This design comes from an exercise in tuning for small area on the open sky130 flow, not from production work. The RTL was checked by simulation tests, not by an equivalence proof against the original design. The clock input has no modelled driver; a real chip could not lean on it and would need a root buffer or a full tree. Power is estimated from default activity; no workload was simulated.

==> flow/design.v <==
module controllerModule(B0, B1, B2, B3, RST, _4BCD, Q1, Q2, Q3, Q4, CLK);
  input B0;
  wire B0;
  input B1;
  wire B1;
  input B2;
  wire B2;
  input B3;
  wire B3;
  input RST;
  wire RST;
  output [15:0] _4BCD;
  wire [15:0] _4BCD;
  output [3:0] Q1;
  reg [3:0] Q1;
  output [3:0] Q2;
  reg [3:0] Q2;
  output [3:0] Q3;
  reg [3:0] Q3;
  output [3:0] Q4;
  reg [3:0] Q4;
  input CLK;
  wire CLK;
  wire _000_;
  wire _001_;
  wire _002_;
  wire _003_;
  wire _004_;
  wire _005_;
  wire _006_;
  wire _007_;
  wire _008_;
  wire _009_;
  wire _010_;
  wire _011_;
  wire _012_;
  wire _013_;
  wire _014_;
  wire _015_;
  wire _016_;
  wire _017_;
  wire _018_;
  wire _019_;
  wire _020_;
  wire _021_;
  wire _022_;
  wire _023_;
  wire _024_;
  wire _025_;
  wire _026_;
  wire _027_;
  wire _028_;
  wire _029_;
  wire _030_;
  wire _031_;
  wire _032_;
  wire _033_;
  wire _034_;
  wire _035_;
  wire _036_;
  wire _037_;
  wire _038_;
  wire _039_;
  wire _040_;
  wire _041_;
  wire _042_;
  wire _043_;
  wire _044_;
  wire _045_;
  wire _046_;
  wire _047_;
  wire _048_;
  wire _049_;
  wire _050_;
  wire _051_;
  wire _052_;
  wire _053_;
  wire _054_;
  wire _055_;
  wire _056_;
  wire _057_;
  wire _058_;
  wire _059_;
  wire _060_;
  wire _061_;
  wire _062_;
  wire _063_;
  wire _064_;
  wire _065_;
  wire _066_;
  wire _067_;
  wire _068_;
  wire _069_;
  wire _070_;
  wire _071_;
  wire _072_;
  wire _073_;
  wire _074_;
  wire _075_;
  wire _076_;
  wire _077_;
  wire _078_;
  wire _079_;
  wire _080_;
  wire _081_;
  wire _082_;
  wire _083_;
  wire _084_;
  wire _085_;
  wire _086_;
  wire _087_;
  wire _088_;
  wire _089_;
  wire _090_;
  wire _091_;
  wire _092_;
  wire _093_;
  wire _094_;
  wire _095_;
  wire _096_;
  wire _097_;
  wire _098_;
  wire _099_;
  wire _100_;
  wire _101_;
  wire _102_;
  wire _103_;
  wire _104_;
  wire _105_;
  wire _106_;
  wire _107_;
  wire _108_;
  wire _109_;
  wire _110_;
  wire _111_;
  wire _112_;
  wire _113_;
  wire _114_;
  wire _115_;
  wire _116_;
  wire _117_;
  wire _118_;
  wire _119_;
  wire _120_;
  wire _121_;
  wire _122_;
  wire _123_;
  wire _124_;
  wire _125_;
  wire _126_;
  wire _127_;
  wire _128_;
  wire _129_;
  wire _130_;
  wire _131_;
  wire _132_;
  wire _133_;
  wire _134_;
  wire _135_;
  wire _136_;
  wire _137_;
  wire _138_;
  wire _139_;
  wire _140_;
  wire _141_;
  wire _142_;
  wire _143_;
  wire _144_;
  wire _145_;
  wire _146_;
  wire _147_;
  wire _148_;
  wire _149_;
  wire _150_;
  wire _151_;
  wire _152_;
  wire _153_;
  wire _154_;
  wire _155_;
  wire _156_;
  wire _157_;
  wire _158_;
  wire _159_;
  wire _160_;
  wire _161_;
  wire _162_;
  wire _163_;
  wire _164_;
  wire _165_;
  wire _166_;
  wire _167_;
  wire _168_;
  wire _169_;
  wire _170_;
  wire _171_;
  wire _172_;
  wire _173_;
  wire _174_;
  wire _175_;
  wire _176_;
  wire _177_;
  wire _178_;
  wire _179_;
  wire _180_;
  wire _181_;
  wire _182_;
  wire _183_;
  wire _184_;
  wire _185_;
  wire _186_;
  wire _187_;
  wire _188_;
  wire _189_;
  wire _190_;
  wire _191_;
  wire _192_;
  wire _193_;
  wire _194_;
  wire _195_;
  wire _196_;
  wire _197_;
  wire _198_;
  wire _199_;
  wire _200_;
  wire _201_;
  wire _202_;
  wire _203_;
  wire _204_;
  wire _205_;
  wire _206_;
  wire _207_;
  wire _208_;
  wire _209_;
  wire _210_;
  wire _211_;
  wire _212_;
  wire _213_;
  wire _214_;
  wire _215_;
  wire _216_;
  wire _217_;
  wire _218_;
  wire _219_;
  wire _220_;
  wire _221_;
  wire _222_;
  wire _223_;
  wire _224_;
  wire _225_;
  wire _226_;
  wire _227_;
  wire _228_;
  wire _229_;
  wire _230_;
  wire _231_;
  wire _232_;
  wire _233_;
  wire _234_;
  wire _235_;
  wire _236_;
  wire _237_;
  wire _238_;
  wire _239_;
  wire _240_;
  wire _241_;
  wire _242_;
  wire _243_;
  wire _244_;
  wire _245_;
  wire _246_;
  wire _247_;
  wire _248_;
  wire _249_;
  wire _250_;
  wire _251_;
  wire _252_;
  wire _253_;
  wire _254_;
  wire _255_;
  wire _256_;
  wire _257_;
  wire _258_;
  wire _259_;
  wire _260_;
  wire _261_;
  wire _262_;
  wire _263_;
  wire _264_;
  wire _265_;
  wire _266_;
  wire _267_;
  wire _268_;
  wire _269_;
  wire _270_;
  wire _271_;
  wire _272_;
  wire _273_;
  wire _274_;
  wire _275_;
  wire _276_;
  wire _277_;
  wire _278_;
  wire _279_;
  wire _280_;
  wire _281_;
  wire _282_;
  wire _283_;
  wire _284_;
  wire _285_;
  wire _286_;
  wire _287_;
  wire _288_;
  wire _289_;
  wire _290_;
  wire _291_;
  wire _292_;
  wire _293_;
  wire _294_;
  wire _295_;
  wire _296_;
  wire _297_;
  wire _298_;
  wire _299_;
  wire _300_;
  wire _301_;
  wire _302_;
  wire _303_;
  wire _304_;
  wire _305_;
  wire _306_;
  wire _307_;
  wire _308_;
  wire _309_;
  wire _310_;
  wire _311_;
  wire _312_;
  wire _313_;
  wire _314_;
  wire _315_;
  wire _316_;
  wire _317_;
  wire _318_;
  wire _319_;
  wire _320_;
  wire _321_;
  wire _322_;
  wire _323_;
  wire _324_;
  wire _325_;
  wire _326_;
  wire _327_;
  wire _328_;
  wire _329_;
  wire _330_;
  wire _331_;
  wire _332_;
  wire _333_;
  wire _334_;
  wire _335_;
  wire _336_;
  wire _337_;
  wire _338_;
  wire _339_;
  wire _340_;
  wire _341_;
  wire _342_;
  wire _343_;
  wire _344_;
  wire _345_;
  wire _346_;
  wire _347_;
  wire _348_;
  wire _349_;
  wire _350_;
  wire _351_;
  wire _352_;
  wire _353_;
  wire _354_;
  wire _355_;
  wire _356_;
  wire _357_;
  wire _358_;
  wire _359_;
  wire _360_;
  wire _361_;
  wire _362_;
  wire _363_;
  wire _364_;
  wire _365_;
  wire _366_;
  wire _367_;
  wire _368_;
  wire _369_;
  wire _370_;
  wire _371_;
  wire _372_;
  wire _373_;
  wire _374_;
  wire _375_;
  wire _376_;
  wire _377_;
  wire _378_;
  wire _379_;
  wire _380_;
  wire _381_;
  wire _382_;
  wire _383_;
  wire _384_;
  wire _385_;
  wire _386_;
  wire _387_;
  wire _388_;
  wire _389_;
  wire _390_;
  wire _391_;
  wire _392_;
  wire _393_;
  wire _394_;
  wire _395_;
  wire _396_;
  wire _397_;
  wire _398_;
  wire _399_;
  wire _400_;
  wire _401_;
  wire _402_;
  wire _403_;
  wire _404_;
  wire _405_;
  wire _406_;
  wire _407_;
  wire _408_;
  wire _409_;
  wire _410_;
  wire _411_;
  wire _412_;
  wire _413_;
  wire _414_;
  wire _415_;
  wire _416_;
  wire _417_;
  wire _418_;
  wire _419_;
  wire _420_;
  wire _421_;
  wire _422_;
  wire _423_;
  wire _424_;
  wire _425_;
  wire _426_;
  wire _427_;
  wire _428_;
  wire _429_;
  wire _430_;
  wire _431_;
  wire _432_;
  wire _433_;
  wire _434_;
  wire _435_;
  wire _436_;
  wire _437_;
  wire _438_;
  wire _439_;
  wire _440_;
  wire _441_;
  wire _442_;
  wire _443_;
  wire _444_;
  wire _445_;
  wire _446_;
  wire _447_;
  wire _448_;
  wire _449_;
  wire _450_;
  wire _451_;
  wire _452_;
  wire _453_;
  wire _454_;
  wire _455_;
  wire _456_;
  wire _457_;
  reg Load_q;
  always @(posedge CLK)
    Q4[0] <= _091_;
  always @(posedge CLK)
    Q4[1] <= _088_;
  always @(posedge CLK)
    Q4[2] <= _076_;
  always @(posedge CLK)
    Q4[3] <= _060_;
  always @(posedge CLK)
    Q3[1] <= _074_;
  always @(posedge CLK)
    Q3[2] <= _062_;
  always @(posedge CLK)
    Q3[0] <= _069_;
  always @(posedge CLK)
    Q3[3] <= _036_;
  always @(posedge CLK)
    Q2[1] <= _065_;
  always @(posedge CLK)
    Q2[2] <= _083_;
  always @(posedge CLK)
    Q2[0] <= _044_;
  always @(posedge CLK)
    Q2[3] <= _086_;
  always @(posedge CLK)
    Q1[1] <= _039_;
  always @(posedge CLK)
    Q1[2] <= _050_;
  always @(posedge CLK)
    Q1[0] <= _093_;
  always @(posedge CLK)
    Q1[3] <= _047_;
  always @(posedge CLK)
    Load_q <= _000_;
  assign _002_ = ~Q2[0];
  assign _017_ = ~Q3[1];
  assign _057_ = ~Q4[2];
  assign _097_ = _094_ & _095_;
  assign _007_ = _097_ & _096_;
  assign _094_ = ~B0;
  assign _095_ = ~B1;
  assign _096_ = ~B2;
  assign _102_ = _098_ & _099_;
  assign _103_ = _102_ & _100_;
  assign _001_ = _103_ & _101_;
  assign _098_ = ~B0;
  assign _099_ = ~B1;
  assign _100_ = ~B2;
  assign _101_ = ~B3;
  assign _000_ = _104_ & _105_;
  assign _104_ = ~RST;
  assign _105_ = ~_001_;
  assign _004_ = _106_ & _107_;
  assign _106_ = ~Q2[0];
  assign _107_ = ~Q2[1];
  assign _005_ = _108_ & _109_;
  assign _108_ = ~Q2[3];
  assign _109_ = ~Q2[2];
  assign _112_ = _110_ & _111_;
  assign _003_ = _112_ | Load_q;
  assign _110_ = ~B0;
  assign _111_ = ~B1;
  assign _117_ = _113_ & _114_;
  assign _118_ = _115_ & _116_;
  assign _006_ = _117_ | _118_;
  assign _113_ = ~_002_;
  assign _114_ = ~_003_;
  assign _115_ = ~Q2[3];
  assign _116_ = ~_003_;
  assign _119_ = _004_ & _006_;
  assign _120_ = _005_ & _006_;
  assign _008_ = _119_ | _120_;
  assign _124_ = _121_ & _122_;
  assign _009_ = _124_ & _123_;
  assign _121_ = ~B0;
  assign _122_ = ~_007_;
  assign _123_ = ~_008_;
  assign _131_ = _125_ & _126_;
  assign _132_ = _131_ & _127_;
  assign _133_ = _128_ & _129_;
  assign _134_ = _133_ & _130_;
  assign _010_ = _132_ | _134_;
  assign _125_ = ~B0;
  assign _126_ = ~_001_;
  assign _127_ = ~Load_q;
  assign _128_ = ~_008_;
  assign _129_ = ~_001_;
  assign _130_ = ~Load_q;
  assign _138_ = _135_ & _136_;
  assign _013_ = _138_ | _137_;
  assign _135_ = ~Q3[0];
  assign _136_ = ~_009_;
  assign _137_ = ~_010_;
  assign _011_ = _139_ | _140_;
  assign _139_ = ~B3;
  assign _140_ = ~_007_;
  assign _012_ = _141_ & _142_;
  assign _141_ = ~Load_q;
  assign _142_ = ~_011_;
  assign _146_ = _143_ & _144_;
  assign _014_ = _146_ | _145_;
  assign _143_ = ~Q3[3];
  assign _144_ = ~Q3[1];
  assign _145_ = ~_012_;
  assign _151_ = _147_ & _148_;
  assign _152_ = _149_ & _150_;
  assign _015_ = _151_ | _152_;
  assign _147_ = ~Q3[2];
  assign _148_ = ~Q3[3];
  assign _149_ = ~_012_;
  assign _150_ = ~Q3[3];
  assign _157_ = _153_ & _154_;
  assign _158_ = _155_ & _156_;
  assign _016_ = _157_ | _158_;
  assign _153_ = ~_013_;
  assign _154_ = ~_015_;
  assign _155_ = ~_014_;
  assign _156_ = ~_015_;
  assign _052_ = _159_ | _160_;
  assign _159_ = ~Q4[0];
  assign _160_ = ~_016_;
  assign _164_ = _161_ | _162_;
  assign _034_ = _164_ | _163_;
  assign _161_ = ~Q4[3];
  assign _162_ = ~Q4[0];
  assign _163_ = ~_016_;
  assign _169_ = _165_ & _166_;
  assign _170_ = _167_ & _168_;
  assign _018_ = _169_ | _170_;
  assign _165_ = ~_011_;
  assign _166_ = ~Load_q;
  assign _167_ = ~_017_;
  assign _168_ = ~_013_;
  assign _031_ = _171_ & _172_;
  assign _171_ = ~Q3[3];
  assign _172_ = ~_018_;
  assign _028_ = _173_ | _174_;
  assign _173_ = ~Q3[3];
  assign _174_ = ~_013_;
  assign _178_ = _175_ & _176_;
  assign _019_ = _178_ & _177_;
  assign _175_ = ~Q1[3];
  assign _176_ = ~Q1[2];
  assign _177_ = ~Q1[1];
  assign _020_ = _179_ | _180_;
  assign _179_ = ~_004_;
  assign _180_ = ~_019_;
  assign _184_ = _181_ & _182_;
  assign _022_ = _184_ & _183_;
  assign _181_ = ~Q2[3];
  assign _182_ = ~Q2[2];
  assign _183_ = ~_020_;
  assign _025_ = Q1[0] | _185_;
  assign _185_ = ~_001_;
  assign _189_ = _186_ & _187_;
  assign _023_ = _189_ & _188_;
  assign _186_ = ~Q3[3];
  assign _187_ = ~Q3[2];
  assign _188_ = ~Q3[1];
  assign _021_ = Q4[1] | Q4[0];
  assign _194_ = _190_ & _191_;
  assign _195_ = _194_ & _192_;
  assign _024_ = _195_ & _193_;
  assign _190_ = ~Q3[0];
  assign _191_ = ~Q4[3];
  assign _192_ = ~Q4[2];
  assign _193_ = ~_021_;
  assign _196_ = _022_ & _023_;
  assign _197_ = _196_ & _024_;
  assign _026_ = _197_ | _025_;
  assign _027_ = _026_ | _198_;
  assign _198_ = ~_022_;
  assign _029_ = _199_ & _200_;
  assign _199_ = ~Q3[0];
  assign _200_ = ~_027_;
  assign _209_ = _201_ & _202_;
  assign _210_ = _203_ & _204_;
  assign _211_ = _205_ & _206_;
  assign _212_ = _207_ & _208_;
  assign _213_ = _209_ | _210_;
  assign _214_ = _213_ | _211_;
  assign _030_ = _214_ | _212_;
  assign _201_ = ~_018_;
  assign _202_ = ~_029_;
  assign _203_ = ~_018_;
  assign _204_ = ~_017_;
  assign _205_ = ~_028_;
  assign _206_ = ~_029_;
  assign _207_ = ~_028_;
  assign _208_ = ~_017_;
  assign _215_ = Q3[1] & Q3[0];
  assign _216_ = _215_ & _007_;
  assign _217_ = _216_ | _030_;
  assign _032_ = _217_ | Q3[2];
  assign _033_ = _218_ & _219_;
  assign _218_ = ~_031_;
  assign _219_ = ~_032_;
  assign _220_ = _016_ & _034_;
  assign _221_ = _033_ & _034_;
  assign _035_ = _220_ | _221_;
  assign _228_ = _222_ & _223_;
  assign _229_ = _228_ & _224_;
  assign _230_ = _225_ & _226_;
  assign _231_ = _230_ & _227_;
  assign _036_ = _229_ | _231_;
  assign _222_ = ~_031_;
  assign _223_ = ~_035_;
  assign _224_ = ~RST;
  assign _225_ = ~_032_;
  assign _226_ = ~_035_;
  assign _227_ = ~RST;
  assign _037_ = RST | _232_;
  assign _232_ = ~_034_;
  assign _235_ = Q1[1] & _233_;
  assign _236_ = _234_ & _025_;
  assign _038_ = _235_ | _236_;
  assign _233_ = ~_025_;
  assign _234_ = ~Q1[1];
  assign _240_ = _237_ & _238_;
  assign _039_ = _240_ & _239_;
  assign _237_ = ~_019_;
  assign _238_ = ~_037_;
  assign _239_ = ~_038_;
  assign _040_ = _026_ | _241_;
  assign _241_ = ~_019_;
  assign _041_ = _242_ | _243_;
  assign _242_ = ~_003_;
  assign _243_ = ~_040_;
  assign _042_ = _244_ | _245_;
  assign _244_ = ~_002_;
  assign _245_ = ~_041_;
  assign _249_ = _246_ | _247_;
  assign _043_ = _249_ | _248_;
  assign _246_ = ~Q2[0];
  assign _247_ = ~_003_;
  assign _248_ = ~_040_;
  assign _256_ = _250_ & _251_;
  assign _257_ = _252_ & _253_;
  assign _258_ = _254_ & _255_;
  assign _259_ = _256_ | _257_;
  assign _044_ = _259_ | _258_;
  assign _250_ = ~_034_;
  assign _251_ = ~RST;
  assign _252_ = ~_042_;
  assign _253_ = ~RST;
  assign _254_ = ~_043_;
  assign _255_ = ~RST;
  assign _263_ = _260_ & _261_;
  assign _045_ = _263_ & _262_;
  assign _260_ = ~Q1[2];
  assign _261_ = ~Q1[1];
  assign _262_ = ~_025_;
  assign _046_ = _045_ | _264_;
  assign _264_ = ~Q1[3];
  assign _271_ = _265_ & _266_;
  assign _272_ = _267_ & _268_;
  assign _273_ = _269_ & _270_;
  assign _274_ = _271_ | _272_;
  assign _047_ = _274_ | _273_;
  assign _265_ = ~_034_;
  assign _266_ = ~RST;
  assign _267_ = ~_040_;
  assign _268_ = ~RST;
  assign _269_ = ~_046_;
  assign _270_ = ~RST;
  assign _048_ = _275_ | _276_;
  assign _275_ = ~Q1[3];
  assign _276_ = ~_045_;
  assign _280_ = _277_ & _278_;
  assign _049_ = _280_ | _279_;
  assign _277_ = ~Q1[1];
  assign _278_ = ~_025_;
  assign _279_ = ~Q1[2];
  assign _285_ = _281_ & _282_;
  assign _286_ = _283_ & _284_;
  assign _050_ = _285_ | _286_;
  assign _281_ = ~_048_;
  assign _282_ = ~_037_;
  assign _283_ = ~_049_;
  assign _284_ = ~_037_;
  assign _051_ = _287_ | _288_;
  assign _287_ = ~_023_;
  assign _288_ = ~_029_;
  assign _053_ = _289_ & _290_;
  assign _289_ = ~Q4[0];
  assign _290_ = ~_051_;
  assign _054_ = _291_ & _292_;
  assign _291_ = ~Q4[3];
  assign _292_ = ~_052_;
  assign _056_ = _293_ & _294_;
  assign _293_ = ~_053_;
  assign _294_ = ~_054_;
  assign _055_ = _295_ | _296_;
  assign _295_ = ~Q4[1];
  assign _296_ = ~Q4[0];
  assign _301_ = _297_ & _298_;
  assign _302_ = _299_ & _300_;
  assign _058_ = _301_ | _302_;
  assign _297_ = ~_021_;
  assign _298_ = ~_056_;
  assign _299_ = ~_055_;
  assign _300_ = ~_056_;
  assign _309_ = _303_ & _304_;
  assign _310_ = _305_ & _306_;
  assign _311_ = _307_ & _308_;
  assign _312_ = _309_ | _310_;
  assign _059_ = _312_ | _311_;
  assign _303_ = ~Q4[1];
  assign _304_ = ~Q4[3];
  assign _305_ = ~Q4[0];
  assign _306_ = ~Q4[3];
  assign _307_ = ~_016_;
  assign _308_ = ~Q4[3];
  assign _319_ = _313_ & _314_;
  assign _320_ = _319_ & _315_;
  assign _321_ = _316_ & _317_;
  assign _322_ = _321_ & _318_;
  assign _060_ = _320_ | _322_;
  assign _313_ = ~_057_;
  assign _314_ = ~_059_;
  assign _315_ = ~RST;
  assign _316_ = ~_058_;
  assign _317_ = ~_059_;
  assign _318_ = ~RST;
  assign _327_ = _323_ & _324_;
  assign _328_ = _325_ & _326_;
  assign _061_ = _327_ | _328_;
  assign _323_ = ~Q3[2];
  assign _324_ = ~_033_;
  assign _325_ = ~_030_;
  assign _326_ = ~_033_;
  assign _062_ = _329_ & _330_;
  assign _329_ = ~_037_;
  assign _330_ = ~_061_;
  assign _333_ = _331_ & _332_;
  assign _334_ = Q2[1] & _008_;
  assign _063_ = _333_ | _334_;
  assign _331_ = ~Q2[1];
  assign _332_ = ~_008_;
  assign _338_ = _335_ & _336_;
  assign _064_ = _338_ | _337_;
  assign _335_ = ~_042_;
  assign _336_ = ~_063_;
  assign _337_ = ~_027_;
  assign _345_ = _339_ & _340_;
  assign _346_ = _345_ & _341_;
  assign _347_ = _342_ & _343_;
  assign _348_ = _347_ & _344_;
  assign _065_ = _346_ | _348_;
  assign _339_ = ~_042_;
  assign _340_ = ~_064_;
  assign _341_ = ~_037_;
  assign _342_ = ~_063_;
  assign _343_ = ~_064_;
  assign _344_ = ~_037_;
  assign _066_ = _009_ | _349_;
  assign _349_ = ~_010_;
  assign _067_ = _350_ | _351_;
  assign _350_ = ~_027_;
  assign _351_ = ~_066_;
  assign _354_ = _352_ & _353_;
  assign _355_ = Q3[0] & _067_;
  assign _068_ = _354_ | _355_;
  assign _352_ = ~Q3[0];
  assign _353_ = ~_067_;
  assign _360_ = _356_ & _357_;
  assign _361_ = _358_ & _359_;
  assign _069_ = _360_ | _361_;
  assign _356_ = ~_034_;
  assign _357_ = ~RST;
  assign _358_ = ~_068_;
  assign _359_ = ~RST;
  assign _364_ = _362_ & _363_;
  assign _365_ = Q3[1] & _013_;
  assign _070_ = _364_ | _365_;
  assign _362_ = ~Q3[1];
  assign _363_ = ~_013_;
  assign _369_ = _366_ & _367_;
  assign _072_ = _369_ & _368_;
  assign _366_ = ~_016_;
  assign _367_ = ~_029_;
  assign _368_ = ~_070_;
  assign _373_ = _370_ & _371_;
  assign _071_ = _373_ | _372_;
  assign _370_ = ~_016_;
  assign _371_ = ~_029_;
  assign _372_ = ~_070_;
  assign _073_ = _374_ | _375_;
  assign _374_ = ~_051_;
  assign _375_ = ~_071_;
  assign _379_ = _376_ & _377_;
  assign _074_ = _379_ & _378_;
  assign _376_ = ~_037_;
  assign _377_ = ~_072_;
  assign _378_ = ~_073_;
  assign _382_ = _380_ & _381_;
  assign _383_ = Q4[2] & _058_;
  assign _075_ = _382_ | _383_;
  assign _380_ = ~Q4[2];
  assign _381_ = ~_058_;
  assign _076_ = _384_ & _385_;
  assign _384_ = ~RST;
  assign _385_ = ~_075_;
  assign _077_ = _386_ | _387_;
  assign _386_ = ~Q2[0];
  assign _387_ = ~Q2[1];
  assign _078_ = _388_ & _389_;
  assign _388_ = ~_020_;
  assign _389_ = ~_025_;
  assign _398_ = _390_ & _391_;
  assign _399_ = _392_ & _393_;
  assign _400_ = _394_ & _395_;
  assign _401_ = _396_ & _397_;
  assign _402_ = _398_ | _399_;
  assign _403_ = _402_ | _400_;
  assign _079_ = _403_ | _401_;
  assign _390_ = ~_006_;
  assign _391_ = ~_078_;
  assign _392_ = ~_006_;
  assign _393_ = ~Q2[3];
  assign _394_ = ~_077_;
  assign _395_ = ~_078_;
  assign _396_ = ~_077_;
  assign _397_ = ~Q2[3];
  assign _080_ = _404_ & _405_;
  assign _404_ = ~Q2[2];
  assign _405_ = ~_079_;
  assign _408_ = _406_ & _407_;
  assign _081_ = _408_ & Q2[2];
  assign _406_ = ~_006_;
  assign _407_ = ~_078_;
  assign _082_ = _409_ & _410_;
  assign _409_ = ~_080_;
  assign _410_ = ~_081_;
  assign _083_ = _411_ & _412_;
  assign _411_ = ~_037_;
  assign _412_ = ~_082_;
  assign _417_ = _413_ & _414_;
  assign _418_ = _415_ & _416_;
  assign _084_ = _417_ | _418_;
  assign _413_ = ~Q2[3];
  assign _414_ = ~_008_;
  assign _415_ = ~_003_;
  assign _416_ = ~_008_;
  assign _419_ = _080_ & _027_;
  assign _420_ = _084_ & _027_;
  assign _085_ = _419_ | _420_;
  assign _425_ = _421_ & _422_;
  assign _426_ = _423_ & _424_;
  assign _086_ = _425_ | _426_;
  assign _421_ = ~_034_;
  assign _422_ = ~RST;
  assign _423_ = ~_085_;
  assign _424_ = ~RST;
  assign _429_ = Q4[1] & _427_;
  assign _430_ = _428_ & _056_;
  assign _087_ = _429_ | _430_;
  assign _427_ = ~_056_;
  assign _428_ = ~Q4[1];
  assign _088_ = _431_ & _432_;
  assign _431_ = ~RST;
  assign _432_ = ~_087_;
  assign _089_ = _433_ | _434_;
  assign _433_ = ~Q4[0];
  assign _434_ = ~_051_;
  assign _090_ = _435_ & _436_;
  assign _435_ = ~_016_;
  assign _436_ = ~_053_;
  assign _443_ = _437_ & _438_;
  assign _444_ = _443_ & _439_;
  assign _445_ = _440_ & _441_;
  assign _446_ = _445_ & _442_;
  assign _091_ = _444_ | _446_;
  assign _437_ = ~_089_;
  assign _438_ = ~RST;
  assign _439_ = ~_054_;
  assign _440_ = ~_090_;
  assign _441_ = ~RST;
  assign _442_ = ~_054_;
  assign _092_ = _001_ | _447_;
  assign _447_ = ~Q1[0];
  assign _454_ = _448_ & _449_;
  assign _455_ = _450_ & _451_;
  assign _456_ = _452_ & _453_;
  assign _457_ = _454_ | _455_;
  assign _093_ = _457_ | _456_;
  assign _448_ = ~_034_;
  assign _449_ = ~RST;
  assign _450_ = ~_026_;
  assign _451_ = ~RST;
  assign _452_ = ~_092_;
  assign _453_ = ~RST;
  assign _4BCD = { Q4, Q3, Q2, Q1 };
endmodule
==> flow/flow/run.sh <==
#!/bin/bash
# Own layout flow: the standard ORFS flow, with changes that only
# affect how the layout is made:
#  - ABC optimises and maps the logic for area (flow/abc_area.script: a
#    deterministic &deepsyn run, then area mapping) instead of the speed
#    script, as the clock period leaves plenty of slack; half/full adders are
#    not extracted before ABC;
#  - every input and output port still gets its own buffer, but a buf_1;
#  - the clock tree is a single buf_6 (CTS builds a root and two leaves,
#    flow/post_cts.tcl moves the leaves' registers to the root's net).
# Each tool's log stays under orfs/logs/; make's own output goes to standard.log.
set -euo pipefail
W=$(pwd)
rm -rf "$W/scripts"
cp -r "$FLOW_HOME/scripts" "$W/scripts"
cp "$W/flow/abc_area.script" "$W/scripts/abc_speed.script"
export SCRIPTS_DIR="$W/scripts"
# no separate half/full-adder extraction: ABC sees all of the logic
export ADDER_MAP_FILE=
export BUFFER_PORTS_ARGS="-buffer_cell sky130_fd_sc_hd__buf_1"
export CTS_ARGS="-buf_list sky130_fd_sc_hd__buf_6 -root_buf sky130_fd_sc_hd__buf_6 -dont_use_dummy_load -repair_clock_nets"
export POST_CTS_TCL="$W/flow/post_cts.tcl"
bash standard.sh > "$W/standard.log" 2>&1
==> flow/flow/abc_area.script <==
strash
&get -n
&deepsyn -J 200 -S 0
&dch -f
&nf -a -R 1000 -p
&put
==> flow/flow/post_cts.tcl <==
# Collapse the clock tree to its root buffer: the design has only 17 registers,
# which one clock buffer drives within the slew limit.
set block [ord::get_db_block]
set root [$block findInst clkbuf_0_CLK]
set root_net [[$root findITerm X] getNet]
foreach inst [$block getInsts] {
  set name [$inst getName]
  if { $inst eq $root } { continue }
  if { ![string match "clkbuf_*" $name] } { continue }
  set in_net [[$inst findITerm A] getNet]
  if { $in_net eq "NULL" || [$in_net getName] ne [$root_net getName] } { continue }
  set onet [[$inst findITerm X] getNet]
  foreach it [$onet getITerms] {
    if { [[$it getInst] getName] eq $name } { continue }
    $it disconnect
    $it connect $root_net
  }
  [$inst findITerm A] disconnect
  [$inst findITerm X] disconnect
  odb::dbInst_destroy $inst
  odb::dbNet_destroy $onet
  puts "post_cts: removed clock buffer $name"
}
detailed_placement
check_placement -verbose
estimate_parasitics -placement
report_clock_min_period
==> flow/standard.sh <==
#!/bin/bash
# synth_recipe.tcl (not shown) runs the flow's synth.tcl, then flattens the netlist and writes it again
# the make line also repeats each setting of config.mk as NAME=value (left out here)
make -C /OpenROAD-flow-scripts/flow DESIGN_CONFIG=/design/flow/config.mk WORK_HOME=/design/flow/orfs CLKGATE_MAP_FILE= SYNTH_SCRIPT=/design/flow/synth_recipe.tcl "${@:-finish}"
==> flow/config.mk <==
export PLATFORM = sky130hd
export DESIGN_NAME = controllerModule
export DESIGN_NICKNAME = controllerModule
export VERILOG_FILES = /design/flow/design.v
export SDC_FILE = /design/flow/constraint.sdc
export NUM_CORES = 4
export LEC_CHECK = 0
export CAP_MARGIN = 20
export CORE_AREA = 2 2 66 66
export CTS_BUF_LIST = sky130_fd_sc_hd__clkbuf_4
export DIE_AREA = 0 0 68 68
export SLEW_MARGIN = 20
==> flow/constraint.sdc <==
create_clock -name core_clock -period 20.0 [get_ports {CLK}]
set_input_delay 4.0000 -clock core_clock [delete_from_list [all_inputs] [get_ports {CLK}]]
set_output_delay 4.0000 -clock core_clock [all_outputs]
set_load 0.01 [all_outputs]
==> impl_metrics.json <==
{
  "status": "timing/DRC/antenna clean",
  "yosys.area.top_type": "dfxtp_1",
  "worstPathMaxFanout": 7,
  "p_sw_uw": 27.3,
  "routed_wl_um": 2350,
  "synth.distinct_cells": 25,
  "maxSlewHeadroom": 0.565,
  "synth_commonest_cells": "17 x dfxtp_1, 17 x nor2_1, 16 x buf_4",
  "die-area_sq_um": 4620,
  "fill_cells": 457,
  "cp_data_required_time_ps": 20030,
  "pwr-share-clk": 0.171,
  "finalSetupViolations": 0,
  "fin_crit_ps": 6570,
  "dp_hpwl_um": 1820,
  "placementRows": 23,
  "antenna_found_initial": 0,
  "critPathBufInv": 1,
  "synth-seq-cells": 17,
  "synth_top_area_frac": 0.351,
  "syn_nets": 133,
  "worstMarginPinSlew_ps": 636,
  "syn_avg_cell_area_sq_um": 7.64,
  "die_w_um": 68,
  "vias_per_cell": 4.82,
  "ff_latch_area_sq_um": 340,
  "grt_pass1_vias": 834,
  "drt_iter0_markers": 93,
  "start_util": 0.244,
  "report.final.slew_viol_count": 0,
  "cpPeakStageDelay_ps": 480,
  "clock.fmax_ghz": 0.152,
  "yosys-top-cells-area": "dfxtp_1 35%, buf_4 12%, nor2_1 6.6%",
  "hold_viol_final": 0,
  "p_leak_nw": 0.334,
  "antenna_left": 0,
  "dr.pass1.iters": 5,
  "worst-setup-path-type": "in -> reg",
  "grtUsageTotal": 0.119,
  "port_buffers": 37,
  "grt_pass1_wl_um": 3730,
  "core_area_sq_um": 3970,
  "grt-ovfl-total": 0,
  "hp-class": "reg -> reg",
  "cp-end-kind": "flip-flop",
  "p_per_area_nw_per_um2": 72.5,
  "insertion_delay_ps": 140,
  "fin_crit_sh": 0.329,
  "cp_top_family": "compound AO/OA/AOI/OAI gates",
  "drive_gt1_frac": 0.00671,
  "die_h_um": 68,
  "nets": 157,
  "power_frac_seq": 0.537,
  "clk_pin_slew_ps": 120,
  "wl_per_cell_um": 11.8,
  "io_pins": 38,
  "intPower_uw": 49.8,
  "rsz0062_at_grt": "false",
  "ys_seq_area_frac": 0.351,
  "yosys_most_used_dff": "dfxtp_1",
  "place_congestion": 0.718,
  "utilization": 0.267,
  "drc": 0,
  "combPwrFrac": 0.292,
  "num_vias": 959,
  "grt_max_degree": 18,
  "setup-tns-final_ps": 0,
  "clock-sinks": 17,
  "arrival_ps": 6600,
  "peakVddDrop_mv": 0.0247,
  "syn2layout_area_growth_pct": 9.55,
  "synth_area_sq_um": 970,
  "start_kind": "primary input",
  "fin_skew_ps": 1.33,
  "netlist_instances": 127,
  "max_cap_viol_count": 0,
  "async_flop_share": 0,
  "n_antenna_cell": 0,
  "synth-edff-count": 0,
  "worstPathCellList": "buf_1, o21bai_1, a21oi_1, o21a_1, a211oi_1, o21ai_0, a21oi_1, nand3_1, nand2b_1, nor3_1",
  "multi_input_area_sq_um": 498,
  "sw_frac_of_total": 0.354,
  "crit_slowest_cell": "a21oi_1",
  "yosys_warnings": 1,
  "crit_top_cell": "a21oi_1"
}
-- tightest hold or removal path: stages, from the launching register on --
cell and delay, ps:
dfxtp_1 380, clkinv_1 60, a211oi_1 50
-- stage by stage --
step	cell area [sq um]	setup slack, ps	hold WS [ps]	power, mW	instances
2_1_floorplan	970	13950	508	0.0602	127
3_3_place_gp	1050	13230	509	0.0648	198
3_5_place_dp	1050	13310	513	0.0648	198
5_1_grt	1060	13190	561	0.0829	199
6_report	1060	13430	524	0.0770	199
-- state kept, by name, indices dropped and copies added (netlist names) --
name / flops
Q1: 4
Q3: 4
Q2: 4
Load_q: 1
Q4: 4
-- area by class of cell --
cell class | count | area share
multi-input cells | 91 | 0.469
flip-flops and latches | 17 | 0.320
repair buffers | 37 | 0.131
well taps | 50 | 0.0589
clock buffers | 1 | 0.0106
inverters | 3 | 0.0106
-- worst paths after layout --
| check | start | endpoint | slack (ps) | cells after the start |
|---|---|---|---|---|
| worst min-delay path | Q4[2] | Q4[3] | 520 | 2 |
| worst min register to register | Q4[2] | Q4[3] | 520 | 2 |
| worst max-delay path | B0 | Q1[1] | 13430 | 10 |
| worst max register to register | Load_q | Q1[1] | 17150 | 9 |
-- routing by layer --
layer | global-route usage | up-vias | routed length (um)
met1 | 0.167 | 432 | 1070
met5 | 0 | - | 0
li1 | - | 478 | -
met3 | 0.0197 | 2 | 220
met4 | 0.0175 | 0 | 12
met2 | 0.195 | 47 | 1040
-- placed cells by master (no fill, tap or decap) --
cell / synthesis / layout
buf_1: 0 / 37
dfxtp_1: 17 / 17
nor2_1: 17 / 17
nand2_1: 13 / 13
a21oi_1: 11 / 11
nor3_1: 5 / 5
nand2b_1: 5 / 5
a211oi_1: 5 / 5
o21ai_0: 5 / 5
a31oi_1: 5 / 5
nand3_1: 4 / 4
xnor2_1: 4 / 4
clkinv_1: 3 / 3
o21a_1: 3 / 3
nor4_1: 2 / 2
xor2_1: 2 / 2
or2_0: 2 / 2
o21bai_1: 1 / 1
o22ai_1: 1 / 1
a22oi_1: 1 / 1
a311o_1: 1 / 1
or3_1: 1 / 1
o211ai_1: 1 / 1
nor2b_1: 1 / 1
a2111oi_0: 1 / 1
buf_6: 0 / 1
-- power by group through the flow --
| stage | registers (mW) | clock network [mW] | logic [mW] |
|---|---|---|---|
| finish | 0.0414 | 0.0132 | 0.0225 |
| global route | 0.0422 | 0.0151 | 0.0255 |
| detailed placement | 0.0423 | 0 | 0.0225 |
| global placement | 0.0421 | 0 | 0.0227 |
| floorplan | 0.0425 | 0 | 0.0178 |
-- kinds of logic (layout without fill, tap and decap cells) --
| logic type | count (synthesis) | count (layout) | synth area share |
|---|---|---|---|
| simple gates | 50 | 50 | 0.234 |
| compound gates | 35 | 35 | 0.226 |
| buf+inv | 19 | 41 | 0.135 |
| flops | 17 | 17 | 0.351 |
| xor+xnor | 6 | 6 | 0.0542 |

afterwards: timing with drivers on the ports:
The flow's constraints put no driver on any port. The routed layout listed below was extracted and timed again, unchanged, in two steps.
Step 1, drivers: a clkbuf_16 drives CLK and a buf_2 each remaining input, both assumed.
Step 2 also shifts input and output timing later by t, the mid clock arrival at the registers, as if the neighbouring blocks saw the same clock.
Slacks: ideal / step 1 / step 2; pairs: ideal / step 1.
t, ns: 0.165
slack for setup (ns): 13.428 / 13.430 / 13.266
worst setup path at the end: input to register
worst slew at a driven data input, ns: 0.03
After both steps setup and hold are still met in this run. For this run, drivers alone change the setup slack by +0.002 ns; drivers and shift together by -0.162 ns.
